Background: an optimization exercise with open tools, aiming at small area and a short achievable clock period. Do not read the settings as production practice.
At most, simulation tests tie the RTL to the original design; equivalence was not proved.
For run 2, only the layout was checked, not whether the RTL still works.
Power and IR drop assume default switching activity.

<file path="flow/flow/run.sh">
#!/bin/bash
# Layout flow:
#  1. the standard synthesis (standard.sh synth), unchanged.
#  2. Area re-mapping of the combinational logic only: the synthesized
#     netlist's flip-flops are kept as they are (same instances, names and
#     cell types); all other cells are flattened to their logic functions and
#     mapped again with ABC (flow/abc_resynth.script), avoiding the
#     platform's don't-use cells; then tie cells and pass-through buffers as
#     in ORFS synthesis.
set -euo pipefail
WD=$(pwd)
RES=$WD/orfs/results/$FLOW_PLATFORM/Top/base
LIB=$FLOW_HOME/platforms/$FLOW_PLATFORM/lib/sky130_fd_sc_hd__tt_025C_1v80.lib

bash standard.sh synth > standard_synth.log 2>&1

cp $RES/1_2_yosys.v $WD/standard_synth_netlist.v
DONT_USE=$(sed -n '/^export DONT_USE_CELLS += \\/,/^#/p' $FLOW_HOME/platforms/$FLOW_PLATFORM/config.mk \
  | grep -o 'sky130_fd_sc_hd__[a-z0-9_]*' | sed 's/^/-dont_use /' | tr '\n' ' ')
cat > $WD/resynth.ys <<EOT
read_liberty -ignore_miss_func $LIB
blackbox sky130_fd_sc_hd__df* sky130_fd_sc_hd__edf* sky130_fd_sc_hd__sdf* sky130_fd_sc_hd__sedf* sky130_fd_sc_hd__dl* sky130_fd_sc_hd__sdl*
read_verilog $WD/standard_synth_netlist.v
hierarchy -top $FLOW_TOP
flatten
opt_clean
abc -liberty $LIB -script $WD/flow/abc_resynth.script $DONT_USE
opt_clean -purge
setundef -zero
hilomap -singleton -hicell sky130_fd_sc_hd__conb_1 HI -locell sky130_fd_sc_hd__conb_1 LO
splitnets
opt_clean -purge
insbuf -buf sky130_fd_sc_hd__buf_4 A X
stat -liberty $LIB
write_verilog -noattr -noexpr -nohex -nodec $WD/resynth_netlist.v
EOT
yosys -l $WD/resynth.log -q $WD/resynth.ys > /dev/null 2>&1
cp $WD/resynth_netlist.v $RES/1_2_yosys.v
touch $RES/1_2_yosys.v

bash standard.sh SETUP_SLACK_MARGIN=42 MATCH_CELL_FOOTPRINT=0 finish > standard.log 2>&1
</file>
<file path="flow/constraint.sdc">
create_clock -name core_clock -period 70.0 [get_ports {iClk}]
set_input_delay 14.0000 -clock core_clock [delete_from_list [all_inputs] [get_ports {iClk}]]
set_output_delay 14.0000 -clock core_clock [all_outputs]
set_load 0.01 [all_outputs]
</file>
<file path="flow/design.v">
`timescale 1ns / 1ps
module gen_clk (
  input        iClk,
  input        iRst,
  output       oTick100Hz,
  output       oTick1us,
  output       oTick16x,
  output [1:0] oPhase,      
  output [1:0] oFndSel,     
  output       oBlink       
);
  reg [9:0] rCnt;       
  reg       rStarted;   
  reg [3:0] rCnt10;     
  wire wTick10 = rCnt10[3] & rCnt10[1];
  always @(posedge iClk or posedge iRst) begin
    if (iRst) begin
      rCnt     <= 10'd0;
      rStarted <= 1'b0;
      rCnt10   <= 4'd0;
    end else begin
      rCnt     <= rCnt + 1'b1;
      rStarted <= 1'b1;
      rCnt10   <= wTick10 ? 4'd1 : rCnt10 + 1'b1;
    end
  end
  assign oTick100Hz = wTick10;
  assign oTick1us   = rStarted & ~rCnt[0];
  assign oTick16x   = rStarted & (rCnt[1:0] == 2'd0);
  assign oPhase     = rCnt[1:0];
  assign oFndSel    = rStarted ? (rCnt[6:5] - {1'b0, (rCnt[4:0] == 5'd0)}) : 2'd0;
  assign oBlink     = rCnt[9];
endmodule
`timescale 1ns / 1ps
module baud_rate_gen (
  input  wire iClk,
  input  wire iRst,
  output wire oTick16x
);
  assign oTick16x = 1'b0;
endmodule
`timescale 1ns / 1ps
module uart_rx (
  input  wire       iClk,
  input  wire       iRst,
  input  wire       iTick16x,
  input  wire [1:0] iPhase,    
  input  wire       iRx,
  output wire [7:0] oData,
  output wire       oValid
);
  localparam [1:0] IDLE  = 2'b00;
  localparam [1:0] START = 2'b01;
  localparam [1:0] DATA  = 2'b10;
  localparam [1:0] STOP  = 2'b11;
  reg [1:0] rState;
  reg [7:0] rData;
  reg [6:0] rCnt;      
  reg       rPend;     
  reg       rRxSync1, rRxSync2;
  wire wRx = rRxSync2;
  always @(posedge iClk or posedge iRst) begin
    if (iRst) begin
      rRxSync1 <= 1'b1;
      rRxSync2 <= 1'b1;
    end else begin
      rRxSync1 <= iRx;
      rRxSync2 <= rRxSync1;
    end
  end
  always @(posedge iClk or posedge iRst) begin
    if (iRst) begin
      rState <= IDLE;
      rPend  <= 1'b0;
    end else begin
      if (iPhase == 2'd3) rPend <= 1'b0;
      case (rState)
        IDLE:  if (!wRx) rState <= START;
        START: if (iTick16x && (rCnt[2:0] == 3'd7)) rState <= wRx ? IDLE : DATA;
        DATA:  if (iTick16x && (rCnt == 7'd127)) rState <= STOP;
        STOP: begin
          if (iTick16x && (rCnt[3:0] == 4'd15)) begin
            rState <= IDLE;
            if (wRx) rPend <= 1'b1;
          end
        end
      endcase
    end
  end
  always @(posedge iClk) begin
    case (rState)
      IDLE: rCnt <= 7'd0;
      START: begin
        if (iTick16x) begin
          if (rCnt[2:0] == 3'd7) rCnt <= 7'd0;
          else                   rCnt <= rCnt + 1'b1;
        end
      end
      default: begin
        if (iTick16x) begin
          rCnt <= rCnt + 1'b1;
          if ((rState == DATA) && (rCnt[3:0] == 4'd15)) rData <= {wRx, rData[7:1]};
        end
      end
    endcase
  end
  assign oData  = rData;
  assign oValid = rPend & (iPhase == 2'd3);
endmodule
`timescale 1ns / 1ps
module uart_tx (
  input  wire       iClk,
  input  wire       iRst,
  input  wire       iTick16x,
  input  wire [7:0] iData,
  input  wire       iValid,
  output wire       oTx,
  output wire       oBusy
);
  localparam [1:0] IDLE  = 2'b00;
  localparam [1:0] START = 2'b01;
  localparam [1:0] DATA  = 2'b10;
  localparam [1:0] STOP  = 2'b11;
  reg [1:0] rState;
  reg [7:0] rShift;
  reg [6:0] rCnt;    
  reg       rTx;
  wire wBitEnd = iTick16x & (rCnt[3:0] == 4'd15);
  always @(posedge iClk or posedge iRst) begin
    if (iRst) begin
      rState <= IDLE;
      rTx    <= 1'b1;
    end else begin
      case (rState)
        IDLE: begin
          rTx <= 1'b1;
          if (iValid) rState <= START;
        end
        START: begin
          rTx <= 1'b0;
          if (wBitEnd) rState <= DATA;
        end
        DATA: begin
          rTx <= rShift[0];
          if (wBitEnd && (rCnt[6:4] == 3'd7)) rState <= STOP;
        end
        STOP: begin
          rTx <= 1'b1;
          if (wBitEnd) rState <= IDLE;
        end
      endcase
    end
  end
  always @(posedge iClk) begin
    if (iTick16x) rCnt <= rCnt + 1'b1;
    case (rState)
      IDLE: begin
        rCnt <= 7'd0;
        if (iValid) rShift <= iData;
      end
      START: if (wBitEnd) rCnt <= 7'd0;
      DATA:  if (wBitEnd) rShift <= {1'b0, rShift[7:1]};
      default: ;
    endcase
  end
  assign oTx   = rTx;
  assign oBusy = (rState != IDLE);
endmodule
`timescale 1ns / 1ps
module Fifo (
  input  wire       iClk,
  input  wire       iRst,
  input  wire       iPush,
  input  wire [7:0] iPushData,
  output wire       oFull,
  input  wire       iPop,
  output wire [7:0] oPopData,
  output wire       oEmpty
);
  reg [7:0] rMem [0:15];
  reg [4:0] rWrPtr;
  reg [4:0] rRdPtr;
  assign oEmpty   = (rWrPtr == rRdPtr);
  assign oFull    = (rWrPtr == {~rRdPtr[4], rRdPtr[3:0]});
  assign oPopData = rMem[rRdPtr[3:0]];
  wire wPush = iPush & ~oFull;
  wire wPop  = iPop & ~oEmpty;
  always @(posedge iClk) begin
    if (wPush) rMem[rWrPtr[3:0]] <= iPushData;
  end
  always @(posedge iClk or posedge iRst) begin
    if (iRst) begin
      rWrPtr <= 5'd0;
      rRdPtr <= 5'd0;
    end else begin
      if (wPush) rWrPtr <= rWrPtr + 1'b1;
      if (wPop)  rRdPtr <= rRdPtr + 1'b1;
    end
  end
endmodule
`timescale 1ns / 1ps
module button_sync #(
  parameter P_BUTTON_WIDTH = 5
) (
  input wire                       iClk,
  input wire                       iRst,
  input wire  [P_BUTTON_WIDTH-1:0] iButtonRaw,
  output wire [P_BUTTON_WIDTH-1:0] oButtonEdge
);
  reg [P_BUTTON_WIDTH-1:0] rSync1;
  reg [P_BUTTON_WIDTH-1:0] rSync2;
  reg [P_BUTTON_WIDTH-1:0] rPrev;
  always @(posedge iClk or posedge iRst) begin
    if (iRst) begin
      rSync1 <= {P_BUTTON_WIDTH{1'b0}};
      rSync2 <= {P_BUTTON_WIDTH{1'b0}};
      rPrev  <= {P_BUTTON_WIDTH{1'b0}};
    end else begin
      rSync1 <= iButtonRaw;
      rSync2 <= rSync1;
      rPrev  <= rSync2;
    end
  end
  assign oButtonEdge = rSync2 & ~rPrev;
endmodule
`timescale 1ns / 1ps
module uart_ascii_decoder (
  input  wire [7:0] iRxData,
  input  wire       iRxValid,
  output wire       oBtnC,
  output wire       oBtnU,
  output wire       oBtnD,
  output wire       oBtnL,
  output wire       oBtnR,
  output wire       oTglSw0,
  output wire       oTglSw1,
  output wire       oTglSw2,
  output wire       oTglSw3,
  output wire       oClrSwTgl,
  output wire       oReqWatchRpt,
  output wire       oReqSr04Rpt,
  output wire       oReqTempRpt,
  output wire       oReqHumRpt
);
  wire       wLetter = iRxValid & (iRxData[7:6] == 2'b01);
  wire [4:0] wL      = iRxData[4:0];
  wire       wDigit  = iRxValid & (iRxData[7:3] == 5'b00110);  
  wire [2:0] wD      = iRxData[2:0];
  assign oBtnC        = wLetter & (wL == 5'h03);   
  assign oBtnU        = wLetter & (wL == 5'h15);   
  assign oBtnD        = wLetter & (wL == 5'h04);   
  assign oBtnL        = wLetter & (wL == 5'h0C);   
  assign oBtnR        = wLetter & (wL == 5'h12);   
  assign oClrSwTgl    = wLetter & (wL == 5'h18);   
  assign oReqWatchRpt = wLetter & (wL == 5'h17);   
  assign oReqSr04Rpt  = wLetter & (wL == 5'h13);   
  assign oReqTempRpt  = wLetter & (wL == 5'h14);   
  assign oReqHumRpt   = wLetter & (wL == 5'h08);   
  assign oTglSw0 = wDigit & (wD[2:1] == 2'd0);     
  assign oTglSw1 = wDigit & (wD[2:1] == 2'd1);     
  assign oTglSw2 = wDigit & (wD[2:1] == 2'd2);     
  assign oTglSw3 = wDigit & (wD == 3'd6);          
endmodule
`timescale 1ns / 1ps
module control_unit (
  input  wire       iClk,
  input  wire       iRst,
  input  wire [3:0] iSw,           
  input  wire [4:0] iPhysBtn,      
  input  wire [4:0] iDecBtn,       
  input  wire [3:0] iDecTglSw,
  input  wire       iDecClrSwTgl,
  output wire [3:0] oSwTgl,        
  output wire [3:0] oSwEff,        
  output wire [4:0] oBtn           
);
  reg [3:0] rSwTgl;
  always @(posedge iClk or posedge iRst) begin
    if (iRst)              rSwTgl <= 4'b0000;
    else if (iDecClrSwTgl) rSwTgl <= 4'b0000;
    else                   rSwTgl <= rSwTgl ^ iDecTglSw;
  end
  assign oSwTgl = rSwTgl;
  assign oSwEff = iSw ^ rSwTgl;
  assign oBtn   = iPhysBtn | iDecBtn;
endmodule
`timescale 1ns / 1ps
module clock_core (
  input            iClk,
  input            iRst,
  input            iTick,
  input            iBtnRunStop,
  input            iBtnInc,
  input            iBtnDec,
  input            iBtnLeft,
  input            iBtnRight,
  output reg       oHourT,      
  output reg [3:0] oHourO,      
  output reg [2:0] oMinT,
  output reg [3:0] oMinO,
  output reg [2:0] oSecT,
  output reg [3:0] oSecO,
  output reg [3:0] oCentiT,
  output reg [3:0] oCentiO,
  output reg [1:0] oEditState   
);
  localparam RUN       = 2'd0;
  localparam EDIT_SEC  = 2'd1;
  localparam EDIT_MIN  = 2'd2;
  localparam EDIT_HOUR = 2'd3;
  wire wCentiMax = (oCentiT == 4'd9) & (oCentiO == 4'd9);
  wire wSecMax   = (oSecT == 3'd5) & (oSecO == 4'd9);
  wire wMinMax   = (oMinT == 3'd5) & (oMinO == 4'd9);
  wire wSecZero  = (oSecT == 3'd0) & (oSecO == 4'd0);
  wire wMinZero  = (oMinT == 3'd0) & (oMinO == 4'd0);
  wire wHour12   = oHourT & (oHourO == 4'd2);
  wire wHour1    = ~oHourT & (oHourO == 4'd1);
  always @(posedge iClk or posedge iRst) begin
    if (iRst) begin
      oCentiT    <= 4'd0;
      oCentiO    <= 4'd0;
      oSecT      <= 3'd0;
      oSecO      <= 4'd0;
      oMinT      <= 3'd0;
      oMinO      <= 4'd0;
      oHourT     <= 1'b1;    
      oHourO     <= 4'd2;
      oEditState <= RUN;
    end else begin
      if (iBtnRunStop) oEditState <= (oEditState == RUN) ? EDIT_SEC : RUN;
      if (oEditState == RUN) begin
        if (iTick) begin
          if (oCentiO == 4'd9) begin
            oCentiO <= 4'd0;
            oCentiT <= (oCentiT == 4'd9) ? 4'd0 : oCentiT + 1'b1;
          end else begin
            oCentiO <= oCentiO + 1'b1;
          end
          if (wCentiMax) begin
            if (oSecO == 4'd9) begin
              oSecO <= 4'd0;
              oSecT <= (oSecT == 3'd5) ? 3'd0 : oSecT + 1'b1;
            end else begin
              oSecO <= oSecO + 1'b1;
            end
            if (wSecMax) begin
              if (oMinO == 4'd9) begin
                oMinO <= 4'd0;
                oMinT <= (oMinT == 3'd5) ? 3'd0 : oMinT + 1'b1;
              end else begin
                oMinO <= oMinO + 1'b1;
              end
              if (wMinMax) begin
                if (wHour12)                begin oHourT <= 1'b0; oHourO <= 4'd1; end
                else if (oHourO == 4'd9)    begin oHourT <= 1'b1; oHourO <= 4'd0; end
                else                        oHourO <= oHourO + 1'b1;
              end
            end
          end
        end
      end else begin
        if (iBtnLeft) begin
          case (oEditState)
            EDIT_SEC:  oEditState <= EDIT_MIN;
            EDIT_MIN:  oEditState <= EDIT_HOUR;
            default:   oEditState <= EDIT_SEC;
          endcase
        end else if (iBtnRight) begin
          case (oEditState)
            EDIT_SEC:  oEditState <= EDIT_HOUR;
            EDIT_MIN:  oEditState <= EDIT_SEC;
            default:   oEditState <= EDIT_MIN;
          endcase
        end
        if (iBtnInc) begin
          case (oEditState)
            EDIT_SEC: begin
              oCentiT <= 4'd0;
              oCentiO <= 4'd0;
              if (oSecO == 4'd9) begin
                oSecO <= 4'd0;
                oSecT <= (oSecT == 3'd5) ? 3'd0 : oSecT + 1'b1;
              end else begin
                oSecO <= oSecO + 1'b1;
              end
            end
            EDIT_MIN: begin
              if (oMinO == 4'd9) begin
                oMinO <= 4'd0;
                oMinT <= (oMinT == 3'd5) ? 3'd0 : oMinT + 1'b1;
              end else begin
                oMinO <= oMinO + 1'b1;
              end
            end
            default: begin
              if (wHour12)             begin oHourT <= 1'b0; oHourO <= 4'd1; end
              else if (oHourO == 4'd9) begin oHourT <= 1'b1; oHourO <= 4'd0; end
              else                     oHourO <= oHourO + 1'b1;
            end
          endcase
        end else if (iBtnDec) begin
          case (oEditState)
            EDIT_SEC: begin
              oCentiT <= 4'd0;
              oCentiO <= 4'd0;
              if (wSecZero) begin
                oSecT <= 3'd5;
                oSecO <= 4'd9;
              end else if (oSecO == 4'd0) begin
                oSecT <= oSecT - 1'b1;
                oSecO <= 4'd9;
              end else begin
                oSecO <= oSecO - 1'b1;
              end
            end
            EDIT_MIN: begin
              if (wMinZero) begin
                oMinT <= 3'd5;
                oMinO <= 4'd9;
              end else if (oMinO == 4'd0) begin
                oMinT <= oMinT - 1'b1;
                oMinO <= 4'd9;
              end else begin
                oMinO <= oMinO - 1'b1;
              end
            end
            default: begin
              if (wHour1)              begin oHourT <= 1'b1; oHourO <= 4'd2; end
              else if (oHourO == 4'd0) begin oHourT <= 1'b0; oHourO <= 4'd9; end
              else                     oHourO <= oHourO - 1'b1;
            end
          endcase
        end
      end
    end
  end
endmodule
`timescale 1ns / 1ps
module stopwatch (
  input            iClk,
  input            iRst,
  input            iTick,
  input            iRunStop,
  input            iClear,
  input            iRecordNext,
  input            iRecordPrev,
  output reg [6:0] oHour,
  output reg [6:0] oMin,
  output reg [6:0] oSec,
  output reg [6:0] oCentisec
);
  localparam [1:0] IDLE  = 2'b00;
  localparam [1:0] RUN   = 2'b01;
  localparam [1:0] STOP  = 2'b10;
  localparam [1:0] CLEAR = 2'b11;
  reg [1:0] rState;
  reg [6:0] rHour;
  reg [5:0] rMin;
  reg [5:0] rSec;
  reg [6:0] rCentisec;
  reg [5:0] rCntRow;
  reg [5:0] rCntCol;
  reg [4:0] rRdRow;
  reg [5:0] rRdCol;
  reg       rViewing;
  wire wInClear  = (rState == CLEAR);
  wire wCntFull  = rCntRow[5];                     
  wire wCntZero  = rCntRow[0] & rCntCol[0];
  wire wRdZero   = rRdRow[0] & rRdCol[0];
  wire wLapWrite = (rState == RUN) & iRunStop & ~iClear & ~wCntFull;
  wire [5:0] wRdIncCol = {rRdCol[4:0], rRdCol[5]};
  wire [5:0] wRdIncRow = rRdCol[5] ? {rRdRow, 1'b0} : {1'b0, rRdRow};
  wire       wRdLast   = (|(wRdIncRow & rCntRow)) & (|(wRdIncCol & rCntCol));
  always @(posedge iClk or posedge iRst) begin
    if (iRst) rState <= IDLE;
    else if (wInClear) begin
      if (wCntFull) rState <= IDLE;
    end
    else if (iClear)   rState <= CLEAR;
    else if (iRunStop) rState <= (rState == RUN) ? STOP : RUN;
  end
  always @(posedge iClk or posedge iRst) begin
    if (iRst) begin
      rHour     <= 7'd0;
      rMin      <= 6'd0;
      rSec      <= 6'd0;
      rCentisec <= 7'd0;
    end else if (iTick) begin
      if (rState == RUN) begin
        if (rCentisec == 7'd99) begin
          rCentisec <= 7'd0;
          if (rSec == 6'd59) begin
            rSec <= 6'd0;
            if (rMin == 6'd59) begin
              rMin  <= 6'd0;
              rHour <= (rHour == 7'd99) ? 7'd0 : rHour + 1'b1;
            end else begin
              rMin <= rMin + 1'b1;
            end
          end else begin
            rSec <= rSec + 1'b1;
          end
        end else begin
          rCentisec <= rCentisec + 1'b1;
        end
      end else if (rState != STOP) begin
        rHour     <= 7'd0;
        rMin      <= 6'd0;
        rSec      <= 6'd0;
        rCentisec <= 7'd0;
      end
    end
  end
  always @(posedge iClk or posedge iRst) begin
    if (iRst) begin
      rCntRow <= 6'b000001;
      rCntCol <= 6'b000001;
    end else if ((wInClear && wCntFull) || (!wInClear && iClear)) begin
      rCntRow <= 6'b000001;
      rCntCol <= 6'b000001;
    end else if (wInClear || wLapWrite) begin
      rCntCol <= {rCntCol[4:0], rCntCol[5]};
      if (rCntCol[5]) rCntRow <= {rCntRow[4:0], 1'b0};
    end
  end
  always @(posedge iClk or posedge iRst) begin
    if (iRst)                               rViewing <= 1'b0;
    else if (wInClear || iClear)            rViewing <= 1'b0;
    else if ((rState == RUN) || iRunStop)   rViewing <= 1'b0;
    else if (rState == STOP) begin
      if (iRecordNext) begin
        if (!rViewing && !wCntZero) rViewing <= 1'b1;
      end else if (iRecordPrev && rViewing && wRdZero) begin
        rViewing <= 1'b0;
      end
    end
  end
  always @(posedge iClk) begin
    if ((rState == STOP) && !iClear && !iRunStop) begin
      if (iRecordNext) begin
        if (!rViewing) begin
          rRdRow <= 5'b00001;
          rRdCol <= 6'b000001;
        end else if (!wRdLast) begin
          rRdCol <= wRdIncCol;
          rRdRow <= wRdIncRow[4:0];
        end
      end else if (iRecordPrev && rViewing && !wRdZero) begin
        rRdCol <= {rRdCol[0], rRdCol[5:1]};
        if (rRdCol[0]) rRdRow <= {1'b0, rRdRow[4:1]};
      end
    end
  end
  wire [25:0] wMemRData;
  stopwatch_mem u_mem (
    .iClk  (iClk),
    .iWE   (wLapWrite),
    .iWRow (rCntRow[4:0]),
    .iWCol (rCntCol),
    .iWData({rHour, rMin, rSec, rCentisec}),
    .iRRow (rRdRow),
    .iRCol (rRdCol),
    .oRData(wMemRData)
  );
  always @(*) begin
    if (wInClear) begin
      oHour     = 7'd99;
      oMin      = 7'd99;
      oSec      = 7'd99;
      oCentisec = 7'd99;
    end else if (rViewing) begin
      oHour     = wMemRData[25:19];
      oMin      = {1'b0, wMemRData[18:13]};
      oSec      = {1'b0, wMemRData[12:7]};
      oCentisec = wMemRData[6:0];
    end else begin
      oHour     = rHour;
      oMin      = {1'b0, rMin};
      oSec      = {1'b0, rSec};
      oCentisec = rCentisec;
    end
  end
endmodule
`timescale 1ns / 1ps
module stopwatch_mem (
  input  wire        iClk,
  input  wire        iWE,
  input  wire [4:0]  iWRow,     
  input  wire [5:0]  iWCol,     
  input  wire [25:0] iWData,
  input  wire [4:0]  iRRow,     
  input  wire [5:0]  iRCol,     
  output reg  [25:0] oRData
);
  reg [25:0] rMem [0:29];
  integer i, a, b;
  always @(posedge iClk) begin
    for (i = 0; i < 30; i = i + 1)
      if (iWE && iWRow[i / 6] && iWCol[i % 6]) rMem[i] <= iWData;
  end
  reg [25:0] wRow;
  always @(*) begin
    oRData = 26'd0;
    for (a = 0; a < 5; a = a + 1) begin
      wRow = 26'd0;
      for (b = 0; b < 6; b = b + 1)
        wRow = wRow | (rMem[a * 6 + b] & {26{iRCol[b]}});
      oRData = oRData | (wRow & {26{iRRow[a]}});
    end
  end
endmodule
`timescale 1ns / 1ps
module watch_top (
  input        iClk,
  input        iRst,
  input        iTick100Hz,
  input        iSw0,        
  input        iBtnCEdge,
  input        iBtnREdge,
  input        iBtnLEdge,
  input        iBtnUEdge,
  input        iBtnDEdge,
  output       oClkHourT,
  output [3:0] oClkHourO,
  output [2:0] oClkMinT,
  output [3:0] oClkMinO,
  output [2:0] oClkSecT,
  output [3:0] oClkSecO,
  output [3:0] oClkCentiT,
  output [3:0] oClkCentiO,
  output [1:0] oEditState,
  output [6:0] oSwHour,
  output [6:0] oSwMin,
  output [6:0] oSwSec,
  output [6:0] oSwCenti
);
  clock_core u_clock_core (
    .iClk       (iClk),
    .iRst       (iRst),
    .iTick      (iTick100Hz),
    .iBtnRunStop(iSw0 & iBtnCEdge),
    .iBtnInc    (iSw0 & iBtnUEdge),
    .iBtnDec    (iSw0 & iBtnDEdge),
    .iBtnLeft   (iSw0 & iBtnLEdge),
    .iBtnRight  (iSw0 & iBtnREdge),
    .oHourT     (oClkHourT),
    .oHourO     (oClkHourO),
    .oMinT      (oClkMinT),
    .oMinO      (oClkMinO),
    .oSecT      (oClkSecT),
    .oSecO      (oClkSecO),
    .oCentiT    (oClkCentiT),
    .oCentiO    (oClkCentiO),
    .oEditState (oEditState)
  );
  stopwatch u_stopwatch (
    .iClk       (iClk),
    .iRst       (iRst),
    .iTick      (iTick100Hz),
    .iRunStop   (~iSw0 & iBtnCEdge),
    .iClear     (~iSw0 & iBtnUEdge),
    .iRecordNext(~iSw0 & iBtnREdge),
    .iRecordPrev(~iSw0 & iBtnLEdge),
    .oHour      (oSwHour),
    .oMin       (oSwMin),
    .oSec       (oSwSec),
    .oCentisec  (oSwCenti)
  );
endmodule
`timescale 1ns / 1ps
module sr04_controller (
  input  wire        iClk,
  input  wire        iRst,
  input  wire        iTickUs,
  input  wire        iEcho,
  input  wire        iStart,
  output reg         oTrig,
  output wire [10:0] oDistBcd,    
  output reg         oDistanceValid
);
  localparam [2:0] IDLE      = 3'd0;
  localparam [2:0] START     = 3'd1;
  localparam [2:0] WAIT_ECHO = 3'd2;
  localparam [2:0] MEASURE   = 3'd3;
  localparam [2:0] DONE      = 3'd4;
  reg [2:0] rState;
  reg [5:0] rCnt58;    
  reg [2:0] rDistH;
  reg [3:0] rDistT;
  reg [3:0] rDistO;
  reg       rEchoSync1, rEchoSync2;
  always @(posedge iClk or posedge iRst) begin
    if (iRst) begin
      rEchoSync1 <= 1'b0;
      rEchoSync2 <= 1'b0;
    end else begin
      rEchoSync1 <= iEcho;
      rEchoSync2 <= rEchoSync1;
    end
  end
  wire wTimeout = (rDistH == 3'd5) & (rDistT == 4'd1) & (rDistO == 4'd7) & (rCnt58 == 6'd14);
  wire wTrigEnd = (rCnt58 == 6'd11);
  wire wNonZero = (rCnt58 != 6'd0) | (rDistH != 3'd0) | (rDistT != 4'd0) | (rDistO != 4'd0);
  reg wCount;    
  reg wClear;    
  always @(*) begin
    wCount = 1'b0;
    wClear = 1'b0;
    case (rState)
      START:     begin wClear = wTrigEnd; wCount = iTickUs; end
      WAIT_ECHO: begin wClear = rEchoSync2; wCount = iTickUs & ~wTimeout; end
      MEASURE:   wCount = iTickUs & rEchoSync2 & ~wTimeout;
      default:   ;
    endcase
  end
  always @(posedge iClk or posedge iRst) begin
    if (iRst) begin
      rState         <= IDLE;
      oTrig          <= 1'b0;
      oDistanceValid <= 1'b0;
    end else begin
      oTrig <= 1'b0;
      case (rState)
        IDLE: begin
          if (iStart) begin
            rState         <= START;
            oDistanceValid <= 1'b0;
          end
        end
        START: begin
          if (wTrigEnd) rState <= WAIT_ECHO;
          else          oTrig  <= 1'b1;
        end
        WAIT_ECHO: begin
          if (rEchoSync2)    rState <= MEASURE;
          else if (wTimeout) rState <= IDLE;
        end
        MEASURE: begin
          if (!rEchoSync2)   rState <= DONE;
          else if (wTimeout) rState <= IDLE;
        end
        DONE: begin
          rState <= IDLE;
          if (wNonZero) oDistanceValid <= 1'b1;
        end
        default: rState <= IDLE;
      endcase
    end
  end
  always @(posedge iClk) begin
    if ((rState == IDLE) || wClear) begin
      rCnt58 <= 6'd0;
      if (wClear) begin
        rDistH <= 3'd0;
        rDistT <= 4'd0;
        rDistO <= 4'd0;
      end
    end else if (wCount) begin
      if ((rState != START) && (rCnt58 == 6'd57)) begin
        rCnt58 <= 6'd0;
        if (rDistO == 4'd9) begin
          rDistO <= 4'd0;
          if (rDistT == 4'd9) begin
            rDistT <= 4'd0;
            rDistH <= rDistH + 1'b1;
          end else begin
            rDistT <= rDistT + 1'b1;
          end
        end else begin
          rDistO <= rDistO + 1'b1;
        end
      end else begin
        rCnt58 <= rCnt58 + 1'b1;
      end
    end
  end
  assign oDistBcd = {rDistH, rDistT, rDistO};
endmodule
`timescale 1ns / 1ps
module dht11_controller #(
  parameter integer START_LOW_US          = 1000,
  parameter integer START_RELEASE_US      = 30,
  parameter integer RESP_TIMEOUT_US       = 200,
  parameter integer BIT_TIMEOUT_US        = 120,
  parameter integer BIT_LOW_US            = 50,
  parameter integer BIT_HIGH_THRESHOLD_US = 40
)(
  input  wire      iClk,
  input  wire      iRst,
  input  wire      iTickUs,
  input  wire      iStart,
  input  wire      iData,
  output wire      oDataLow,
  output reg [7:0] oHumInt,
  output reg [7:0] oTempInt,
  output reg       oDataValid
);
  localparam [2:0] IDLE       = 3'd0;
  localparam [2:0] START_LOW  = 3'd1;
  localparam [2:0] START_HIGH = 3'd2;
  localparam [2:0] WAIT_LOW   = 3'd3;
  localparam [2:0] WAIT_HIGH  = 3'd4;
  localparam [2:0] LOW_BIT    = 3'd5;
  localparam [2:0] HIGH_BIT   = 3'd6;
  localparam [2:0] DONE       = 3'd7;
  reg [2:0] rState;
  reg [2:0] rNxt;
  reg [9:0] rStepUsCnt;
  reg [5:0] rHighUsCnt;     
  reg [5:0] rBitIdx;
  reg [7:0] rShift;         
  reg [7:0] rRxHum;
  reg [7:0] rRxTemp;
  reg [7:0] rSum;           
  reg       rHighSeen;
  reg       rRespHighSeen;
  reg       rDataSync1, rDataSync2;
  wire wD        = rDataSync2;
  wire wBitValue = (rHighUsCnt == BIT_HIGH_THRESHOLD_US);
  wire wRespTo   = (rStepUsCnt >= RESP_TIMEOUT_US);
  assign oDataLow = (rState == START_LOW);
  always @(posedge iClk or posedge iRst) begin
    if (iRst) begin
      rDataSync1 <= 1'b1;
      rDataSync2 <= 1'b1;
    end else begin
      rDataSync1 <= iData;
      rDataSync2 <= rDataSync1;
    end
  end
  always @(*) begin
    rNxt = rState;
    case (rState)
      IDLE:       if (iStart) rNxt = START_LOW;
      START_LOW:  if (rStepUsCnt >= START_LOW_US) rNxt = START_HIGH;
      START_HIGH: if (rStepUsCnt >= START_RELEASE_US) rNxt = WAIT_LOW;
      WAIT_LOW: begin
        if (!wD)          rNxt = WAIT_HIGH;
        else if (wRespTo) rNxt = IDLE;
      end
      WAIT_HIGH: begin
        if (!rRespHighSeen) begin
          if (!wD && wRespTo) rNxt = IDLE;
        end else begin
          if (!wD)          rNxt = LOW_BIT;
          else if (wRespTo) rNxt = IDLE;
        end
      end
      LOW_BIT:    if (rStepUsCnt >= BIT_LOW_US) rNxt = HIGH_BIT;
      HIGH_BIT: begin
        if (rHighSeen && !wD)                 rNxt = (rBitIdx == 6'd39) ? DONE : LOW_BIT;
        else if (rStepUsCnt >= BIT_TIMEOUT_US) rNxt = IDLE;
      end
      default:    rNxt = IDLE;
    endcase
  end
  wire wStay    = (rNxt == rState);
  wire wCapture = (rState == HIGH_BIT) & rHighSeen & ~wD;    
  wire [7:0] wByte = {rShift[6:0], wBitValue};
  always @(posedge iClk or posedge iRst) begin
    if (iRst) begin
      rState     <= IDLE;
      oDataValid <= 1'b0;
    end else begin
      rState <= rNxt;
      if ((rState == DONE) && (rSum == rShift)) oDataValid <= 1'b1;
    end
  end
  always @(posedge iClk) begin
    if (!wStay)       rStepUsCnt <= 10'd0;
    else if (iTickUs) rStepUsCnt <= rStepUsCnt + 1'b1;
    if (rState == WAIT_LOW)  rRespHighSeen <= 1'b0;
    if ((rState == WAIT_HIGH) && wStay && wD) rRespHighSeen <= 1'b1;
    if (rState == WAIT_HIGH) rBitIdx <= 6'd0;
    if (rState == LOW_BIT) begin
      rHighUsCnt <= 6'd0;
      rHighSeen  <= 1'b0;
    end
    if ((rState == HIGH_BIT) && wStay && wD) begin
      rHighSeen <= 1'b1;
      if (iTickUs && !wBitValue) rHighUsCnt <= rHighUsCnt + 1'b1;
    end
    if (wCapture) begin
      rShift  <= wByte;
      rBitIdx <= rBitIdx + 1'b1;
      if (rBitIdx[2:0] == 3'd7) begin
        case (rBitIdx[5:3])
          3'd0: begin rRxHum <= wByte; rSum <= wByte; end
          3'd2: begin rRxTemp <= wByte; rSum <= rSum + wByte; end
          3'd4: ;                               
          default: rSum <= rSum + wByte;
        endcase
      end
    end
    if ((rState == DONE) && (rSum == rShift)) begin
      oHumInt  <= rRxHum;
      oTempInt <= rRxTemp;
    end
  end
endmodule
`timescale 1ns / 1ps
module uart_ascii_sender (
  input  wire       iClk,
  input  wire       iRst,
  input  wire       iTxFifoFull,
  output wire [7:0] oTxData,
  output wire       oTxPushValid,
  input  wire [7:0] iLoopData,
  input  wire       iLoopValid,
  input  wire       iReqWatchReport,
  input  wire       iReqSr04Report,
  input  wire       iReqTempReport,
  input  wire       iReqHumReport,
  input  wire       iWatchBcd,       
  input  wire [6:0] iWatchHour,
  input  wire [6:0] iWatchMin,
  input  wire [6:0] iWatchSec,
  input  wire [10:0] iSr04Bcd,       
  input  wire       iSr04Valid,
  input  wire [7:0] iDhtHumInt,
  input  wire [7:0] iDhtTempInt,
  input  wire       iDhtDataValid
);
  localparam [1:0] ST_IDLE   = 2'd0;
  localparam [1:0] ST_LOAD   = 2'd1;
  localparam [1:0] ST_ASSERT = 2'd2;
  localparam [2:0] SRC_LOOP  = 3'd0;
  localparam [2:0] SRC_WATCH = 3'd1;
  localparam [2:0] SRC_SR04  = 3'd2;
  localparam [2:0] SRC_TEMP  = 3'd3;
  localparam [2:0] SRC_HUM   = 3'd4;
  reg [1:0]  rState;
  reg [2:0]  rSrc;
  reg [4:0]  rIdx;
  reg        rPush;
  reg        rLoopPending, rWatchPending, rSr04Pending, rTempPending, rHumPending;
  reg [7:0]  rLoopBuf;
  reg [21:0] rSnap;
  reg [4:0] wLast;
  always @(*) begin
    case (rSrc)
      SRC_WATCH: wLast = 5'd17;
      SRC_SR04:  wLast = 5'd13;
      SRC_TEMP:  wLast = 5'd11;
      SRC_HUM:   wLast = 5'd10;
      default:   wLast = 5'd0;
    endcase
  end
  wire wMore = (rIdx != wLast);
  wire wAnyPending = rLoopPending | rWatchPending | rSr04Pending | rTempPending | rHumPending;
  always @(posedge iClk or posedge iRst) begin
    if (iRst) begin
      rState        <= ST_IDLE;
      rPush         <= 1'b0;
      rLoopPending  <= 1'b0;
      rWatchPending <= 1'b0;
      rSr04Pending  <= 1'b0;
      rTempPending  <= 1'b0;
      rHumPending   <= 1'b0;
    end else begin
      rPush <= 1'b0;
      if (iLoopValid)      rLoopPending  <= 1'b1;
      if (iReqWatchReport) rWatchPending <= 1'b1;
      if (iReqSr04Report)  rSr04Pending  <= 1'b1;
      if (iReqTempReport)  rTempPending  <= 1'b1;
      if (iReqHumReport)   rHumPending   <= 1'b1;
      case (rState)
        ST_IDLE: begin
          if (wAnyPending) rState <= ST_LOAD;
          if (rLoopPending)       rLoopPending  <= 1'b0;
          else if (rWatchPending) rWatchPending <= 1'b0;
          else if (rSr04Pending)  rSr04Pending  <= 1'b0;
          else if (rTempPending)  rTempPending  <= 1'b0;
          else if (rHumPending)   rHumPending   <= 1'b0;
        end
        ST_LOAD: rState <= ST_ASSERT;
        default: begin
          if (!iTxFifoFull) begin
            rPush  <= 1'b1;
            rState <= wMore ? ST_LOAD : ST_IDLE;
          end
        end
      endcase
    end
  end
  always @(posedge iClk) begin
    if (iLoopValid) rLoopBuf <= iLoopData;
    if (rPush && wMore) rIdx <= rIdx + 1'b1;
    if (rState == ST_IDLE) begin
      if (wAnyPending) rIdx <= 5'd0;
      if (rLoopPending) begin
        rSrc       <= SRC_LOOP;
        rSnap[7:0] <= iLoopValid ? iLoopData : rLoopBuf;
      end else if (rWatchPending) begin
        rSrc  <= SRC_WATCH;
        rSnap <= {iWatchBcd, iWatchHour, iWatchMin, iWatchSec};
      end else if (rSr04Pending) begin
        rSrc        <= SRC_SR04;
        rSnap[11:0] <= {iSr04Valid, iSr04Bcd};
      end else if (rTempPending) begin
        rSrc       <= SRC_TEMP;
        rSnap[8:0] <= {iDhtDataValid, iDhtTempInt};
      end else if (rHumPending) begin
        rSrc       <= SRC_HUM;
        rSnap[8:0] <= {iDhtDataValid, iDhtHumInt};
      end
    end
  end
  reg [6:0] wWatchField;
  always @(*) begin
    case (rIdx)
      5'd8, 5'd9:   wWatchField = rSnap[20:14];
      5'd11, 5'd12: wWatchField = rSnap[13:7];
      default:      wWatchField = rSnap[6:0];
    endcase
  end
  wire [7:0] wConvIn = (rSrc == SRC_WATCH) ? {1'b0, wWatchField} : rSnap[7:0];
  wire [3:0] wConvT  = (wConvIn / 8'd10) % 8'd10;
  wire [3:0] wConvO  = wConvIn % 8'd10;
  reg wTens;
  always @(*) begin
    case (rSrc)
      SRC_WATCH: wTens = (rIdx == 5'd8) | (rIdx == 5'd11) | (rIdx == 5'd14);
      SRC_TEMP:  wTens = (rIdx == 5'd7);
      default:   wTens = (rIdx == 5'd6);
    endcase
  end
  wire       wBcd   = (rSrc == SRC_WATCH) & rSnap[21];
  wire [3:0] wDigit = wBcd  ? (wTens ? {1'b0, wWatchField[6:4]} : wWatchField[3:0])
                            : (wTens ? wConvT : wConvO);
  wire [7:0] wAsc   = {4'h3, wDigit};
  reg [7:0] rChar;
  always @(*) begin
    rChar = " ";
    case (rSrc)
      SRC_LOOP: rChar = rSnap[7:0];
      SRC_WATCH: begin
        case (rIdx)
          5'd0:  rChar = 8'h0D;
          5'd1:  rChar = 8'h0A;
          5'd2:  rChar = "W";
          5'd3:  rChar = "A";
          5'd4:  rChar = "T";
          5'd5:  rChar = "C";
          5'd6:  rChar = "H";
          5'd7:  rChar = " ";
          5'd10: rChar = ":";
          5'd13: rChar = ":";
          5'd16: rChar = 8'h0D;
          5'd17: rChar = 8'h0A;
          5'd8, 5'd9, 5'd11, 5'd12, 5'd14, 5'd15: rChar = wAsc;
          default: rChar = " ";
        endcase
      end
      SRC_SR04: begin
        case (rIdx)
          5'd0:  rChar = 8'h0D;
          5'd1:  rChar = 8'h0A;
          5'd2:  rChar = "S";
          5'd3:  rChar = "R";
          5'd4:  rChar = "0";
          5'd5:  rChar = "4";
          5'd6:  rChar = " ";
          5'd7:  rChar = rSnap[11] ? {5'b00110, rSnap[10:8]} : "-";
          5'd8:  rChar = rSnap[11] ? {4'h3, rSnap[7:4]} : "-";
          5'd9:  rChar = rSnap[11] ? {4'h3, rSnap[3:0]} : "-";
          5'd10: rChar = "c";
          5'd11: rChar = "m";
          5'd12: rChar = 8'h0D;
          5'd13: rChar = 8'h0A;
          default: rChar = " ";
        endcase
      end
      SRC_TEMP: begin
        case (rIdx)
          5'd0:  rChar = 8'h0D;
          5'd1:  rChar = 8'h0A;
          5'd2:  rChar = "T";
          5'd3:  rChar = "E";
          5'd4:  rChar = "M";
          5'd5:  rChar = "P";
          5'd6:  rChar = " ";
          5'd7, 5'd8: rChar = rSnap[8] ? wAsc : "-";
          5'd9:  rChar = "C";
          5'd10: rChar = 8'h0D;
          5'd11: rChar = 8'h0A;
          default: rChar = " ";
        endcase
      end
      default: begin
        case (rIdx)
          5'd0:  rChar = 8'h0D;
          5'd1:  rChar = 8'h0A;
          5'd2:  rChar = "H";
          5'd3:  rChar = "U";
          5'd4:  rChar = "M";
          5'd5:  rChar = " ";
          5'd6, 5'd7: rChar = rSnap[8] ? wAsc : "-";
          5'd8:  rChar = "%";
          5'd9:  rChar = 8'h0D;
          5'd10: rChar = 8'h0A;
          default: rChar = " ";
        endcase
      end
    endcase
  end
  assign oTxData      = rChar;
  assign oTxPushValid = rPush;
endmodule
`timescale 1ns / 1ps
module fnd_controller (
  input  [1:0] iSel,
  input  [3:0] iSwEff,        
  input        iBlink,
  input  [1:0] iEditState,
  input        iClkHourT,
  input  [3:0] iClkHourO,
  input  [2:0] iClkMinT,
  input  [3:0] iClkMinO,
  input  [2:0] iClkSecT,
  input  [3:0] iClkSecO,
  input  [3:0] iClkCentiT,
  input  [3:0] iClkCentiO,
  input  [6:0] iSwHour,
  input  [6:0] iSwMin,
  input  [6:0] iSwSec,
  input  [6:0] iSwCenti,
  input        iSr04Valid,
  input [10:0] iSr04Bcd,
  input        iDhtValid,
  input  [6:0] iDhtTemp,
  input  [6:0] iDhtHum,
  output [7:0] oFndFont,
  output [3:0] oFndCom
);
  function [3:0] f_digit;    
    input [6:0] v;
    input       tens;
    begin
      f_digit = tens ? (v / 7'd10) : (v % 7'd10);
    end
  endfunction
  function [6:0] f_seg;      
    input [3:0] d;
    begin
      case (d)
        4'd0: f_seg = 7'h40;
        4'd1: f_seg = 7'h79;
        4'd2: f_seg = 7'h24;
        4'd3: f_seg = 7'h30;
        4'd4: f_seg = 7'h19;
        4'd5: f_seg = 7'h12;
        4'd6: f_seg = 7'h02;
        4'd7: f_seg = 7'h78;
        4'd8: f_seg = 7'h00;
        4'd9: f_seg = 7'h10;
        default: f_seg = 7'h7F;
      endcase
    end
  endfunction
  reg [3:0] wClkHm, wClkSc, wSr04;
  always @(*) begin
    case (iSel)
      2'd0: begin wClkHm = iClkMinO;            wClkSc = iClkCentiO;          wSr04 = iSr04Bcd[3:0]; end
      2'd1: begin wClkHm = {1'b0, iClkMinT};    wClkSc = iClkCentiT;          wSr04 = iSr04Bcd[7:4]; end
      2'd2: begin wClkHm = iClkHourO;           wClkSc = iClkSecO;            wSr04 = {1'b0, iSr04Bcd[10:8]}; end
      default: begin wClkHm = {3'b0, iClkHourT}; wClkSc = {1'b0, iClkSecT};   wSr04 = 4'd0; end
    endcase
  end
  wire [3:0] wSwHm = f_digit(iSel[1] ? iSwHour : iSwMin,   iSel[0]);
  wire [3:0] wSwSc = f_digit(iSel[1] ? iSwSec  : iSwCenti, iSel[0]);
  wire [3:0] wDht  = iDhtValid ? f_digit(iSel[1] ? iDhtTemp : iDhtHum, iSel[0]) : 4'd0;
  wire [3:0] wSr   = iSr04Valid ? wSr04 : 4'd0;
  wire [6:0] wSegClkHm = f_seg(wClkHm);
  wire [6:0] wSegClkSc = f_seg(wClkSc);
  wire [6:0] wSegSwHm  = f_seg(wSwHm);
  wire [6:0] wSegSwSc  = f_seg(wSwSc);
  wire [6:0] wSegDht   = f_seg(wDht);
  wire [6:0] wSegSr    = f_seg(wSr);
  wire [6:0] wSegClk   = iSwEff[1] ? wSegClkHm : wSegClkSc;
  wire [6:0] wSegSw    = iSwEff[1] ? wSegSwHm  : wSegSwSc;
  wire [6:0] wSegWatch = iSwEff[0] ? wSegClk   : wSegSw;
  wire [6:0] wSegSens  = iSwEff[3] ? wSegDht   : wSegSr;
  assign oFndFont = {(iSel != 2'd2), (iSwEff[2] ? wSegSens : wSegWatch)};
  wire wBlinkOn = ~iSwEff[2] & iSwEff[0] & iBlink;
  wire wHi = wBlinkOn & (((iEditState == 2'd1) & ~iSwEff[1]) | ((iEditState == 2'd3) & iSwEff[1]));
  wire wLo = wBlinkOn & (iEditState == 2'd2) & iSwEff[1];
  wire [3:0] wCom = ~(4'b0001 << iSel);
  assign oFndCom = wCom | {wHi, wHi, wLo, wLo};
endmodule
`timescale 1ns / 1ps
module Top (
  input        iClk,
  input        iRst,
  input        iRx,
  output       oTx,
  input        iSw0,
  input        iSw1,
  input        iSw2,
  input        iSw3,
  input        iBtnC,
  input        iBtnU,
  input        iBtnD,
  input        iBtnL,
  input        iBtnR,
  input        iSr04Echo,
  output       oSr04Trig,
  input        iDht11Data,
  output       oDht11DataLow,
  output [3:0] oFndCom,
  output [7:0] oFndFont
);
  wire       wTick100Hz, wTick1us, wTick16x, wBlink;
  wire [1:0] wPhase, wFndSel;
  gen_clk u_gen_clk (
    .iClk      (iClk),
    .iRst      (iRst),
    .oTick100Hz(wTick100Hz),
    .oTick1us  (wTick1us),
    .oTick16x  (wTick16x),
    .oPhase    (wPhase),
    .oFndSel   (wFndSel),
    .oBlink    (wBlink)
  );
  wire [7:0] wRxData;
  wire       wRxValid;
  uart_rx u_uart_rx (
    .iClk    (iClk),
    .iRst    (iRst),
    .iTick16x(wTick16x),
    .iPhase  (wPhase),
    .iRx     (iRx),
    .oData   (wRxData),
    .oValid  (wRxValid)
  );
  wire [4:0] wDecBtn;
  wire [3:0] wDecTgl;
  wire       wDecClr, wReqW, wReqS, wReqT, wReqH;
  uart_ascii_decoder u_dec (
    .iRxData     (wRxData),
    .iRxValid    (wRxValid),
    .oBtnC       (wDecBtn[4]),
    .oBtnU       (wDecBtn[3]),
    .oBtnD       (wDecBtn[2]),
    .oBtnL       (wDecBtn[1]),
    .oBtnR       (wDecBtn[0]),
    .oTglSw0     (wDecTgl[0]),
    .oTglSw1     (wDecTgl[1]),
    .oTglSw2     (wDecTgl[2]),
    .oTglSw3     (wDecTgl[3]),
    .oClrSwTgl   (wDecClr),
    .oReqWatchRpt(wReqW),
    .oReqSr04Rpt (wReqS),
    .oReqTempRpt (wReqT),
    .oReqHumRpt  (wReqH)
  );
  wire [4:0] wPhysBtn;
  button_sync #(.P_BUTTON_WIDTH(5)) u_button_sync (
    .iClk       (iClk),
    .iRst       (iRst),
    .iButtonRaw ({iBtnC, iBtnU, iBtnD, iBtnL, iBtnR}),
    .oButtonEdge(wPhysBtn)
  );
  wire [3:0] wSwTgl, wSwEff;
  wire [4:0] wBtn;    
  control_unit u_control_unit (
    .iClk        (iClk),
    .iRst        (iRst),
    .iSw         ({iSw3, iSw2, iSw1, iSw0}),
    .iPhysBtn    (wPhysBtn),
    .iDecBtn     (wDecBtn),
    .iDecTglSw   (wDecTgl),
    .iDecClrSwTgl(wDecClr),
    .oSwTgl      (wSwTgl),
    .oSwEff      (wSwEff),
    .oBtn        (wBtn)
  );
  wire wSr04Start  = wBtn[4] &  wSwEff[2] & ~wSwEff[3];
  wire wDht11Start = wBtn[4] &  wSwEff[2] &  wSwEff[3];
  wire       wClkHourT;
  wire [3:0] wClkHourO, wClkMinO, wClkSecO, wClkCentiT, wClkCentiO;
  wire [2:0] wClkMinT, wClkSecT;
  wire [1:0] wEditState;
  wire [6:0] wSwHour, wSwMin, wSwSec, wSwCenti;
  watch_top u_watch_top (
    .iClk      (iClk),
    .iRst      (iRst),
    .iTick100Hz(wTick100Hz),
    .iSw0      (wSwEff[0]),
    .iBtnCEdge (wBtn[4]),
    .iBtnUEdge (wBtn[3]),
    .iBtnDEdge (wBtn[2]),
    .iBtnLEdge (wBtn[1]),
    .iBtnREdge (wBtn[0]),
    .oClkHourT (wClkHourT),
    .oClkHourO (wClkHourO),
    .oClkMinT  (wClkMinT),
    .oClkMinO  (wClkMinO),
    .oClkSecT  (wClkSecT),
    .oClkSecO  (wClkSecO),
    .oClkCentiT(wClkCentiT),
    .oClkCentiO(wClkCentiO),
    .oEditState(wEditState),
    .oSwHour   (wSwHour),
    .oSwMin    (wSwMin),
    .oSwSec    (wSwSec),
    .oSwCenti  (wSwCenti)
  );
  wire [10:0] wSr04Bcd;
  wire        wSr04Valid;
  sr04_controller u_sr04_controller (
    .iClk          (iClk),
    .iRst          (iRst),
    .iTickUs       (wTick1us),
    .iEcho         (iSr04Echo),
    .iStart        (wSr04Start),
    .oTrig         (oSr04Trig),
    .oDistBcd      (wSr04Bcd),
    .oDistanceValid(wSr04Valid)
  );
  wire [7:0] wDhtHumInt, wDhtTempInt;
  wire       wDhtDataValid;
  dht11_controller #(.START_LOW_US(1000)) u_dht11_controller (
    .iClk      (iClk),
    .iRst      (iRst),
    .iTickUs   (wTick1us),
    .iStart    (wDht11Start),
    .iData     (iDht11Data),
    .oDataLow  (oDht11DataLow),
    .oHumInt   (wDhtHumInt),
    .oTempInt  (wDhtTempInt),
    .oDataValid(wDhtDataValid)
  );
  wire [7:0] wTxData, wTxFifoData;
  wire       wTxPush, wTxFifoFull, wTxFifoEmpty, wTxBusy;
  wire       wTxFifoPop = ~wTxFifoEmpty & ~wTxBusy;
  uart_ascii_sender u_sender (
    .iClk           (iClk),
    .iRst           (iRst),
    .iTxFifoFull    (wTxFifoFull),
    .oTxData        (wTxData),
    .oTxPushValid   (wTxPush),
    .iLoopData      (wRxData),
    .iLoopValid     (wRxValid),
    .iReqWatchReport(wReqW),
    .iReqSr04Report (wReqS),
    .iReqTempReport (wReqT),
    .iReqHumReport  (wReqH),
    .iWatchBcd      (wSwEff[0]),
    .iWatchHour     (wSwEff[0] ? {2'b00, wClkHourT, wClkHourO} : wSwHour),
    .iWatchMin      (wSwEff[0] ? {wClkMinT, wClkMinO} : wSwMin),
    .iWatchSec      (wSwEff[0] ? {wClkSecT, wClkSecO} : wSwSec),
    .iSr04Bcd       (wSr04Bcd),
    .iSr04Valid     (wSr04Valid),
    .iDhtHumInt     (wDhtHumInt),
    .iDhtTempInt    (wDhtTempInt),
    .iDhtDataValid  (wDhtDataValid)
  );
  Fifo u_uart_tx_fifo (
    .iClk     (iClk),
    .iRst     (iRst),
    .iPush    (wTxPush),
    .iPushData(wTxData),
    .oFull    (wTxFifoFull),
    .iPop     (wTxFifoPop),
    .oPopData (wTxFifoData),
    .oEmpty   (wTxFifoEmpty)
  );
  uart_tx u_uart_tx (
    .iClk    (iClk),
    .iRst    (iRst),
    .iTick16x(wTick16x),
    .iData   (wTxFifoData),
    .iValid  (wTxFifoPop),
    .oTx     (oTx),
    .oBusy   (wTxBusy)
  );
  fnd_controller u_fnd_controller (
    .iSel      (wFndSel),
    .iSwEff    (wSwEff),
    .iBlink    (wBlink),
    .iEditState(wEditState),
    .iClkHourT (wClkHourT),
    .iClkHourO (wClkHourO),
    .iClkMinT  (wClkMinT),
    .iClkMinO  (wClkMinO),
    .iClkSecT  (wClkSecT),
    .iClkSecO  (wClkSecO),
    .iClkCentiT(wClkCentiT),
    .iClkCentiO(wClkCentiO),
    .iSwHour   (wSwHour),
    .iSwMin    (wSwMin),
    .iSwSec    (wSwSec),
    .iSwCenti  (wSwCenti),
    .iSr04Valid(wSr04Valid),
    .iSr04Bcd  (wSr04Bcd),
    .iDhtValid (wDhtDataValid),
    .iDhtTemp  (wDhtTempInt[6:0]),
    .iDhtHum   (wDhtHumInt[6:0]),
    .oFndFont  (oFndFont),
    .oFndCom   (oFndCom)
  );
endmodule
</file>
<file path="flow/flow/abc_resynth.script">
strash
&get -n
&fraig -x
&put
scorr
dc2
strash
&get -n
&dch -f
&nf
&put
strash
&get -n
&dch -f
&nf
&put
</file>
<file path="flow/standard.sh">
#!/bin/bash
# synth_recipe.tcl (not shown) runs the flow's synth.tcl, then flattens the netlist and writes it again
# the make line also repeats each setting of config.mk as NAME=value (left out here)
make -C /OpenROAD-flow-scripts/flow DESIGN_CONFIG=/design/flow/config.mk WORK_HOME=/design/flow/orfs CLKGATE_MAP_FILE= SYNTH_SCRIPT=/design/flow/synth_recipe.tcl "${@:-finish}"
</file>
<file path="flow/config.mk">
export PLATFORM = sky130hd
export DESIGN_NAME = Top
export DESIGN_NICKNAME = Top
export VERILOG_FILES = /design/flow/design.v
export SDC_FILE = /design/flow/constraint.sdc
export NUM_CORES = 4
export LEC_CHECK = 0
export ABC_AREA = 1
export CAP_MARGIN = 20
export CORE_MARGIN = 2
export CORE_UTILIZATION = 40
export CTS_BUF_LIST = sky130_fd_sc_hd__clkbuf_16
export CTS_CLUSTER_DIAMETER = 100
export CTS_CLUSTER_SIZE = 25
export SLEW_MARGIN = 20
</file>
==> results of run 1 <==
==> sequential cells by signal, indices dropped and copies added, names as in the netlist, 7 cells and up, named ones only <==
name / count
u_sender.rSnap: 22
u_uart_tx.rCnt: 7
u_watch_top.u_stopwatch.rHour: 7
u_dht11_controller.oTempInt: 8
u_dht11_controller.rRxTemp: 8
u_sender.rLoopBuf: 8
u_uart_rx.rData: 8
u_dht11_controller.rRxHum: 8
u_dht11_controller.rShift: 8
u_watch_top.u_stopwatch.rCentisec: 7
u_uart_rx.rCnt: 7
u_uart_tx.rShift: 8
u_watch_top.u_stopwatch.u_mem.rMem: 780
u_uart_tx_fifo.rMem: 128
u_dht11_controller.rSum: 8
u_dht11_controller.rStepUsCnt: 10
u_gen_clk.rCnt: 10
u_dht11_controller.oHumInt: 8
==> per-layer routing <==
layer	track usage, %	vias to the layer above
met5	0	-
met4	5.38	0
met3	2.94	198
met2	34.1	1453
met1	31.9	16796
li1	-	14729
==> per-stage QoR <==
step | setup slack (ns) | hold WS, ns
after floorplan | 40.23 | 0.331
after global placement | 38.57 | 0.333
after detailed placement | 38.56 | 0.340
after CTS | 40.51 | 0.326
after global routing | 40.48 | 0.339
final | 40.51 | 0.334
==> power by group <==
group	internal, mW	total [mW]	leakage [nW]	switching [mW]
Sequential	0.856	0.910	10.8	0.0537
Clock	0.149	0.376	0.954	0.227
Combinational	0.118	0.331	5.84	0.213
==> final timing paths <==
kind	from	endpoint	slack, ns
max	iSw0	oFndFont[2]	40.51
min	u_uart_rx.rRxSync1	u_uart_rx.rRxSync2	0.33
max reg2reg	u_sender.rIdx[2]	u_uart_tx_fifo.rMem[10][3]	62.97
min reg2reg	u_uart_rx.rRxSync1	u_uart_rx.rRxSync2	0.33
max in group asynchronous	iRst	u_watch_top.u_clock_core.oHourT	54.84
min in group asynchronous	iRst	u_watch_top.u_stopwatch.rCentisec[5]	13.87
==> layout make-up <==
| type | count | area, um2 | share of cell area (%) |
|---|---|---|---|
| Sequential cell | 1219 | 35500 | 64.5 |
| Inverter | 57 | 223 | 0.405 |
| Clock inverter | 47 | 240 | 0.437 |
| Tap cell | 1637 | 2050 | 3.73 |
| Clock buffer | 56 | 1400 | 2.55 |
| Multi-Input combinational cell | 2267 | 14400 | 26.2 |
| Timing Repair Buffer | 137 | 1210 | 2.20 |
| Timing Repair inverter | 1 | 5.00 | 0.00911 |
==> repair_timing <==
item                       4_1_cts  5_1_grt
buffers inserted                21        2
gates resized for setup         79       14
cloned                           3        0
setup endpoints to repair       11       11
pin swaps                       13        7
==> key figures, run 1 <==
STA
  • Final min period: 29.49 ns
  • Finish-stage setup viols: 0
  • Final Hold Fails: 0
  • Slew Viols, Final: 0
  • Setup_tns: 0 ns
  • RSZ-0062 raised after global routing: yes
  • Worst slew pin tran: 1.18 ns
  • Clock skew: between 0.04 and 0.05 ns
  • Max-slew headroom: a little over a fifth
  • Period utilisation layout: 42.1%
  • FMAX: approximately 34 MHz

Job
  • Max_cap viols: 0

Floorplan
  • Initial core utilization: between 40% and 50%
  • I/O Pins: 29
  • Row Count: around 130
  • Chip Height: 357 um
  • Core Footprint: around 120000 um2
  • Die Width: between 300 and 400 um
  • Area of the die: about 130000 um2

Setup path
  • CP most frequent cell: buf_6
  • Crit path buf inv count: 5
  • CP Data Required Time: around 56 ns
  • CP peak stage delay: roughly 0.28 ns
  • Critical path capture point type: output pin
  • R2r worst-path depth: 18
  • CP max stage cell: o31a_1
  • CP Cell Sequence: buf_8, xnor2_4, buf_12, clkinvlp_4, buf_6, o31a_1, o22ai_4, buf_6
  • CP Class: input port to output pin
  • Top cell family by delay on the critical path: buffers and inverters
  • Worst Path Arrival: 15.49 ns
  • Startpoint types: input port
  • CP Max Fanout: 4
  • Crit path depth: 8

Clock network
  • Clock root buffer: clkbuf_16
  • CTS tree: done
  • Maximum clock path buffer count: 3
  • Htree depth: 2
  • Clock latency (worst-skew pair): around 0.70 ns
  • Clk sinks: around 1200
  • Hold_buf cts: 0
  • Clk pin slew, worst setup/hold paths: roughly 0.10 ns
  • Num CTS Buffers: 55

Power
  • Power per cell area: 29.4 nW/um2
  • VDD IR max: 0.0259 mV
  • Total power: 1.62 mW
  • Leak: ~18 nW

Route
  • DR pass1 iterations: 6
  • Vias per cell: approximately 6.1
  • DRC violation count after routing: 0
  • DRT Wirelength: 140 mm
  • DRT antenna net count: 0
  • Wire length per cell: approximately 26 um
  • Metal3 WL: roughly 11 mm
  • Initial DRC count: around 5000
  • Max layer used: met4
  • Met2 WL post-DR: about 65 mm
  • Met1 wire length: 61.1 mm
  • Vias: 33176

Global route
  • Pin count of the biggest net entering global routing: ~120
  • GRT Resource Usage Total: a little over a fifth
  • Antenna violations before repair: 1
  • Grt ovf: 0
  • Vias in the first global route: roughly 32000
  • Global-route wire length before repair: about 210 mm

Logic synthesis
  • Syn_nets: roughly 3600
  • Ys Warns: 14
  • Post-Syn Instances: roughly 3500
  • Mapped cell area: 49700 um2
  • Syn avg cell area: around 14 um2

Cells and area
  • Share of layout cells above drive strength 1: 7.72%
  • Fin area: approximately 55000 um2
  • # fillers: ~11000
  • Commonest non-fill, non-tap cell in the layout: edfxtp_1
  • Finished Layout Cells: 5421
  • Most frequent cells in the layout: 1032 x edfxtp_1, 371 x nand2_1, 268 x nor2_1, 188 x a21oi_1, 167 x o21ai_0
  • Nets: 3752
  • P&R area growth vs syn: 10.5%
  • Ant diodes: 0
  • Final Core Density: 44.5%

Placed design
  • Placed cell area: ~53000 um2
  • Placer Congestion: about 0.90
  • HPWL after detailed placement: between 80 and 90 mm
  • Dpl cells: about 5300
  • Port Buf Inserts: 28

Min path
  • Worst Hold Depth: 0
  • Worst hold path type: register to register

Outcome
  • Status: no timing/DRC/antenna violations
==> inputs of run 2 (changes only) <==
--- a/flow/design.v
+++ b/flow/design.v
@@ -1171,17 +1171,10 @@
   wire [3:0] wSwSc = f_digit(iSel[1] ? iSwSec  : iSwCenti, iSel[0]);
   wire [3:0] wDht  = iDhtValid ? f_digit(iSel[1] ? iDhtTemp : iDhtHum, iSel[0]) : 4'd0;
   wire [3:0] wSr   = iSr04Valid ? wSr04 : 4'd0;
-  wire [6:0] wSegClkHm = f_seg(wClkHm);
-  wire [6:0] wSegClkSc = f_seg(wClkSc);
-  wire [6:0] wSegSwHm  = f_seg(wSwHm);
-  wire [6:0] wSegSwSc  = f_seg(wSwSc);
-  wire [6:0] wSegDht   = f_seg(wDht);
-  wire [6:0] wSegSr    = f_seg(wSr);
-  wire [6:0] wSegClk   = iSwEff[1] ? wSegClkHm : wSegClkSc;
-  wire [6:0] wSegSw    = iSwEff[1] ? wSegSwHm  : wSegSwSc;
-  wire [6:0] wSegWatch = iSwEff[0] ? wSegClk   : wSegSw;
-  wire [6:0] wSegSens  = iSwEff[3] ? wSegDht   : wSegSr;
-  assign oFndFont = {(iSel != 2'd2), (iSwEff[2] ? wSegSens : wSegWatch)};
+  wire [3:0] wWatch = iSwEff[0] ? (iSwEff[1] ? wClkHm : wClkSc)
+                                : (iSwEff[1] ? wSwHm  : wSwSc);
+  wire [3:0] wSens  = iSwEff[3] ? wDht : wSr;
+  assign oFndFont = {(iSel != 2'd2), f_seg(iSwEff[2] ? wSens : wWatch)};
   wire wBlinkOn = ~iSwEff[2] & iSwEff[0] & iBlink;
   wire wHi = wBlinkOn & (((iEditState == 2'd1) & ~iSwEff[1]) | ((iEditState == 2'd3) & iSwEff[1]));
   wire wLo = wBlinkOn & (iEditState == 2'd2) & iSwEff[1];
--- a/flow/flow/run.sh
+++ b/flow/flow/run.sh
@@ -38,4 +38,4 @@
 cp $WD/resynth_netlist.v $RES/1_2_yosys.v
 touch $RES/1_2_yosys.v
 
-bash standard.sh SETUP_SLACK_MARGIN=42 MATCH_CELL_FOOTPRINT=0 finish > standard.log 2>&1
+bash standard.sh SETUP_SLACK_MARGIN=41 finish > standard.log 2>&1
==> key figures, run 2 <==
Outcome
  • Status: no timing/DRC/antenna violations

Global route
  • Antenna violations before repair: 0 (-1)
  • Global-route wire length before repair: 203 mm (-2.4%)
  • GRT Resource Usage Total: 21.3% (-0.35 points)
  • Pin count of the biggest net entering global routing: 108 (-6.9%)
  • Vias in the first global route: 30352 (-4.1%)
  • Grt ovf: 0 (unchanged)

STA
  • Setup_tns: 0 ns (unchanged)
  • Max-slew headroom: 18.9% (-2.8 points)
  • Finish-stage setup viols: 0 (unchanged)
  • Hold Slack: 0.348 ns (+0.0140 ns)
  • Worst slew pin tran: 1.22 ns (+0.0418 ns)
  • Final min period: 29.94 ns (+0.447 ns)
  • FMAX: 33.4 MHz (-1.5%)
  • Clock skew: 0.0602 ns (+0.0168 ns)
  • Fin worst setup slack: 40.06 ns (-0.447 ns)

Setup path
  • Critical path capture point type: output pin
  • CP max stage cell: a221o_1
  • CP most frequent cell: buf_8
  • CP Class: input port to output pin
  • Worst Path Arrival: 15.94 ns (+0.45 ns)
  • CP Max Fanout: 17 (+13)
  • CP peak stage delay: 0.33 ns (+0.05 ns)
  • Startpoint types: input port
  • Crit path buf inv count: 4 (-1)
  • CP Cell Sequence: buf_8, xnor2_4, buf_12, buf_8, a221o_1, a31o_4, o21ai_4, a21o_1, nand3_2, a31o_1, buf_2
  • Setup crit start: iSw0

Power
  • Combinational share of power: 19.6% (-0.9 points)
  • Register share of total power: 57.0% (+0.7 points)
  • Leak: 17.9 nW (+1.8%)
  • Internal power: 1.12 mW (-0.24%)
  • Clock power share: 23.4% (+0.2 points)
  • VDD IR max: 0.0194 mV (-25%)
  • P_sw: 0.481 mW (-2.6%)

Min path
  • Worst hold path type: register to register
  • Hold Path Origin: u_button_sync.rSync1[4]

Cells and area
  • Largest regs: u_watch_top.u_stopwatch.u_mem.rMem: 780 flops, u_uart_tx_fifo.rMem: 128 flops, u_sender.rSnap: 22 flops
  • Most frequent cells in the layout: 1032 x edfxtp_1, 340 x nand2_1, 253 x nor2_1, 220 x a21oi_1, 147 x a222oi_1
  • P&R area growth vs syn: 10.7%
  • Max reg flops: 780 (unchanged)
  • Share of layout cells above drive strength 1: 8.00% (+0.28 points)
  • Commonest non-fill, non-tap cell in the layout: edfxtp_1
  • Biggest register: u_watch_top.u_stopwatch.u_mem.rMem
  • Nets: 3644 (-2.9%)

Clock network
  • Num CTS Buffers: 55 (unchanged)
  • Clk pin slew, worst setup/hold paths: 0.10 ns (about the same)
  • Maximum clock path buffer count: 3 (unchanged)
  • Hold_buf cts: 0 (unchanged)
  • Clk sinks: 1219 (unchanged)
  • Clock latency (worst-skew pair): 0.72 ns (+0.02 ns)
  • CTS tree: done

Placed design
  • HPWL after detailed placement: 78.2 mm (-2.6%)
  • Placer Congestion: 0.884 (-2.1%)
  • Port Buf Inserts: 28 (unchanged)

Route
  • DRC violation count after routing: 0 (unchanged)
  • Met1 wire length: 59.2 mm (-3.2%)
  • DR pass1 iterations: 7 (+1)
  • Max layer used: met4
  • Metal3 WL: 10.8 mm (-4.3%)
  • DRT Wirelength: 137 mm (-2.2%)
  • Met2 WL post-DR: 63.2 mm (-2.1%)

Logic synthesis
  • Post-Syn Instances: 3442 (-2.9%)
  • Mapped cell area: 49200 um2 (-1.0%)
  • Syn avg cell area: 14.3 um2 (+1.9%)

Job
  • Max_cap viols: 0 (unchanged)

Floorplan
  • Area of the die: 126000 um2 (-0.99%)
  • Row Count: 128 (-0.78%)
  • Initial core utilization: 40.3% (+0.064 points)
  • Core Footprint: 122000 um2 (-1.2%)
  • Die Width: 355 um (-0.50%)
  • Chip Height: 355 um (-0.50%)
==> run 2: power by group through the flow <==
stage	sequential (mW)	combinational, mW	clock, mW
floorplan	0.923	0.194	0
global placement	0.926	0.302	0
detailed placement	0.927	0.305	0
CTS	0.911	0.309	0.381
global route	0.919	0.343	0.406
finish	0.912	0.313	0.375
==> run 2: stage by stage <==
| stage | utilization (%) | std cells | power [mW] | instance area (um2) |
|---|---|---|---|---|
| floorplan | - | 3442 | 1.12 | 49300 |
| global placement | 42.9 | 5171 | 1.23 | 52300 |
| finish | 44.6 | 5302 | 1.60 | 54500 |
| detailed placement | 42.9 | 5171 | 1.23 | 52300 |
| CTS | 44.5 | 5294 | 1.60 | 54300 |
| global route | 44.6 | 5302 | 1.67 | 54500 |
==> run 2: repair_timing <==
item | 4_1_cts | 5_1_grt
gates cloned | 2 | 0
endpoints found under the setup margin | 11 | 11
pin swaps | 17 | 19
buffers inserted | 17 | 8
gates resized for setup | 109 | 23
==> run 2: layout make-up <==
class | count | area (um2) | area share, %
clock inverters | 48 | 245 | 0.450
flip-flops and latches | 1219 | 35500 | 65.1
well taps | 1625 | 2030 | 3.73
repair inverters | 1 | 16.3 | 0.0299
multi-input cells | 2183 | 14000 | 25.6
repair buffers | 130 | 1170 | 2.15
clock buffers | 56 | 1400 | 2.57
inverters | 40 | 181 | 0.333
==> run 2: worst paths after layout <==
check / cells past startpoint / to / slack [ns]
min in group asynchronous: 2 / u_watch_top.u_clock_core.oCentiO[1] / 13.90
max in group asynchronous: 3 / u_uart_tx_fifo.rRdPtr[1] / 54.76
worst min-delay path: 0 / u_button_sync.rSync2[4] / 0.35
worst max-delay path: 11 / oFndFont[3] / 40.06
worst min register to register: 0 / u_button_sync.rSync2[4] / 0.35
worst max register to register: 19 / u_uart_tx_fifo.rMem[4][1] / 63.15
==> run 2: worst reg2reg max path, stage by stage, from the launching register on <==
cell and delay (ns):
dfxtp_1 0.77, nor4b_2 0.12, buf_4 0.21, a221oi_1 0.69, a221oi_1 0.32, a211o_1 0.42, a311o_1 0.36, a211o_1 0.33
a32o_1 0.31, a21boi_0 0.26, o22ai_1 0.18, o22ai_1 0.22, a21o_1 0.18, nor3b_1 0.28, o21ai_0 0.19, xnor2_1 0.17
a21oi_1 0.29, o22ai_1 0.14, o21ai_0 0.17, nand4_1 0.69
==> run 2: routing by layer <==
metal	track usage, %	vias to the layer above
met3	2.79	202
met2	33.5	1433
met5	0	-
li1	-	14360
met1	31.1	16237
met4	6.40	0

-- re-timing with driven ports --
No port has a modelled driver above. Below, the same layouts with a new extraction and two added sets of constraints.
Step 1 assumes that a clkbuf_16 drives the clock port and a buf_2 every other input.
Step 2 also shifts input and output timing later by t, the mid clock arrival at the registers, as if the neighbouring blocks saw the same clock.
a / b / c = no drivers / after step 1 / after step 2; a / b = the first two.
run | t, ns | setup WS [ns]
run 1 | 0.748 | 40.506 / 40.457 / 40.457
run 2 | 0.764 | 40.060 / 40.013 / 40.013
After both steps setup and hold are still met in every run listed.
